Background: an optimization exercise with open tools, aiming at small area and a short achievable clock period. Do not read the settings as production practice.

## alpha
==> flow/design.v <==
module div_non_restore_pip #(parameter N = 16) (
	input          clk,
	input  [N-1:0] dividend,
	input  [N-1:0] divisor,
	output [N-1:0] quotient
);
	localparam H = N / 2;
	reg [N-1:0] R0, D0;
	reg [N:0]   R  [1:N-1];
	reg         QB [1:N-1];
	reg [N-1:0] D  [1:N-1];
	reg [N-1:0] Q  [1:N-1];
	reg [N-1:0] QO, QF;
	always @(posedge clk) begin
		R0 <= dividend;
		D0 <= divisor;
	end
	wire [N:0] r1 = {R0, 1'b0} - {1'b0, D0};
	always @(posedge clk) begin
		R[1]  <= {r1[N:1], D0[0]};
		QB[1] <= ~r1[N];
		D[1]  <= D0;
		Q[1]  <= {N{1'b0}};
	end
	genvar s, j;
	generate
		for (s = 2; s <= N; s = s + 1) begin : stage
			wire        neg = R[s-1][N];
			wire        pos = QB[s-1];
			wire [N:0]  b;
			for (j = 0; j <= N; j = j + 1) begin : op
				wire dj = (j < N) ? D[s-1][j] : 1'b0;
				if (j < H) begin : lo
					assign b[j] = dj ^ pos;
				end else begin : hi
					assign b[j] = ~(dj ^ neg);
				end
			end
			wire [N:0] rn = {R[s-1][N-1:0], 1'b0} + b + {{N{1'b0}}, pos};
			if (s < N) begin : mid
				always @(posedge clk) begin
					R[s]  <= {rn[N:1], D[s-1][0]};
					QB[s] <= ~rn[N];
					D[s]  <= D[s-1];
					Q[s]  <= {Q[s-1][N-2:0], pos};
				end
			end else begin : last
				always @(posedge clk) begin
					QO <= {Q[N-1][N-3:0], pos, ~rn[N]};
					QF <= QO;
				end
			end
		end
	endgenerate
	assign quotient = QF;
endmodule
Settings: LEC_CHECK=0, CAP_MARGIN=20, CORE_MARGIN=2, CORE_UTILIZATION=55, CTS_BUF_LIST=sky130_fd_sc_hd__clkbuf_16, CTS_CLUSTER_DIAMETER=80, CTS_CLUSTER_SIZE=30, PLACE_DENSITY=0.75, SETUP_SLACK_MARGIN=2.3, SLEW_MARGIN=20; clock period 4.5 ns.
standard.sh (not shown) runs the stock make flow with config.mk's settings and CLKGATE_MAP_FILE= SYNTH_SCRIPT=/design/flow/synth_recipe.tcl, a recipe that flattens the netlist after the stock synthesis.
==> flow/flow/run.sh <==
#!/bin/bash
# Own flow: the standard layout, with the synthesis's final ABC mapping
# run from flow/abc.script (delay-oriented) instead of ORFS's abc_speed.script.
# flow/make_args, if present, holds extra make variable settings; @W@ in it
# stands for this work folder.
set -euo pipefail
W=$(pwd)
export MY_ABC_SCRIPT=$W/flow/abc.script
export MY_ABC_D=${MY_ABC_D:-1000}
EXTRA=()
if [[ -f flow/make_args ]]; then read -r -a EXTRA < <(sed "s#@W@#$W#g" flow/make_args); fi
cat flow/abc_override.tcl synth_recipe.tcl > my_synth.tcl
sed "s#SYNTH_SCRIPT=[^ ]*#SYNTH_SCRIPT=$W/my_synth.tcl#" standard.sh > my_standard.sh
bash my_standard.sh "${EXTRA[@]}" finish > flow.log 2>&1
==> flow/flow/abc.script <==
&get -n
&st
&dch
&nf -p
&put
buffer -p
upsize {D}
dnsize {D}
==> flow/flow/abc_override.tcl <==
# Use our own ABC script and delay target for the final technology mapping
# (the generic abc inside yosys synth is unchanged).
proc abc {args} {
  set here [file dirname [file normalize [info script]]]
  set i [lsearch $args -script]
  if {$i >= 0} { lset args [expr {$i+1}] $::env(MY_ABC_SCRIPT) }
  set i [lsearch $args -D]
  if {$i >= 0} { lset args [expr {$i+1}] $::env(MY_ABC_D) } else { lappend args -D $::env(MY_ABC_D) }
  puts "abc (own script): $args"
  yosys abc {*}$args
}
==> flow/flow/io.tcl <==
# Keep the operand pins together, bit by bit, so the first stage's
# registers and logic sit close; keep the result pins together too.
set_io_pin_constraint -pin_names {dividend[15] divisor[15] dividend[14] divisor[14] dividend[13] divisor[13] dividend[12] divisor[12] dividend[11] divisor[11] dividend[10] divisor[10] dividend[9] divisor[9] dividend[8] divisor[8] dividend[7] divisor[7] dividend[6] divisor[6] dividend[5] divisor[5] dividend[4] divisor[4] dividend[3] divisor[3] dividend[2] divisor[2] dividend[1] divisor[1] dividend[0] divisor[0]} -region bottom:* -group -order
set_io_pin_constraint -pin_names {quotient[15] quotient[14] quotient[13] quotient[12] quotient[11] quotient[10] quotient[9] quotient[8] quotient[7] quotient[6] quotient[5] quotient[4] quotient[3] quotient[2] quotient[1] quotient[0]} -region top:* -group -order
==> flow/flow/make_args <==
ADDER_MAP_FILE= IO_CONSTRAINTS=@W@/flow/io.tcl
The following lists how beta was set up differently from alpha:
==> flow/design.v <==
module div_non_restore_pip #(parameter N = 16) (
	input          clk,
	input  [N-1:0] dividend,
	input  [N-1:0] divisor,
	output [N-1:0] quotient
);
	reg [N-1:0] R0, D0;
	reg [N:0]   R  [1:N-1];
	reg         NB [1:N-1];
	reg         QB [1:N-1];
	reg         PB [1:N-1];
	reg [N-1:0] D  [1:N-1];
	reg [N-1:0] Q  [1:N-1];
	reg [N-1:0] QO, QF;
	always @(posedge clk) begin
		R0 <= dividend;
		D0 <= divisor;
	end
	wire [N:0] r1 = {R0, 1'b0} - {1'b0, D0};
	always @(posedge clk) begin
		R[1]  <= r1;
		NB[1] <= r1[N];
		QB[1] <= ~r1[N];
		PB[1] <= ~r1[N];
		D[1]  <= D0;
		Q[1]  <= {N{1'b0}};
	end
	genvar s, j;
	generate
		for (s = 2; s <= N; s = s + 1) begin : stage
			wire        neg  = R[s-1][N];
			wire        neg2 = NB[s-1];
			wire        pos  = QB[s-1];
			wire        pos2 = PB[s-1];
			wire [N:0]  b;
			for (j = 0; j < N; j = j + 1) begin : op
				if (j < N / 4)          begin : q0 assign b[j] = D[s-1][j] ^ pos;     end
				else if (j < N / 2)     begin : q1 assign b[j] = D[s-1][j] ^ pos2;    end
				else if (j < 3 * N / 4) begin : q2 assign b[j] = ~(D[s-1][j] ^ neg);  end
				else                    begin : q3 assign b[j] = ~(D[s-1][j] ^ neg2); end
			end
			assign b[N] = ~neg2;
			wire [N:0] rn = {R[s-1][N-1:0], 1'b0} + b + {{N{1'b0}}, pos};
			wire [N:0] t  = {R[s-1][N-1:0], 1'b0} + {pos2, b[N-1:0]} + {{N{1'b0}}, pos};
			if (s < N) begin : mid
				always @(posedge clk) begin
					R[s]  <= rn;
					NB[s] <= t[N];
					QB[s] <= ~rn[N];
					PB[s] <= ~t[N];
					D[s]  <= D[s-1];
					Q[s]  <= {Q[s-1][N-2:0], pos};
				end
			end else begin : last
				always @(posedge clk) begin
					QO <= {Q[N-1][N-3:0], pos, ~rn[N]};
					QF <= QO;
				end
			end
		end
	endgenerate
	assign quotient = QF;
endmodule
### Flow results
- Per the comparison of beta with alpha, number of global-route vias before repair dropped about 7%, global-route wire length before repair dropped 9.8%, half-perimeter wire length after placement dropped 5.3%.
- beta -> alpha: number of enable flip-flop cells after synthesis delta 0, exact match
- Taking alpha as the reference, in beta number of routed nets with antenna violations now sits at about the same level; detail-routed via count per cell now sits lower; cell count after placement now sits lower.
- Critical path startpoint: PB[8] -> beta, QB[14] -> alpha
No run of this note included a check of the RTL's function; only the layout flow was run.

afterwards: timing with drivers on the ports:
Ports are ideal in the flow. The routed layouts listed here were re-timed in OpenROAD. Step 1, drivers: a clkbuf_16 drives clk and a buf_2 each remaining input, both assumed. Step 2 adds t to the input delays and takes it off the output delays; t is the mean of the earliest and latest rising clock arrival at the registers after step 1. Input paths then give back, and output paths get back, about the clock's delay inside the block. Three values: ideal ports, drivers, drivers and shift; two values: the first two.
| run | t, ns | slack for setup (ns) | worst hold slack (ns) |
|---|---|---|---|
| alpha | 0.635 | 2.285 / 2.285 / 2.285 | 0.328 / 0.328 / 0.328 |
| beta | 0.635 | 2.355 / 2.317 / 2.355 | 0.330 / 0.330 / 0.330 |
After both steps every run listed still meets setup and hold.
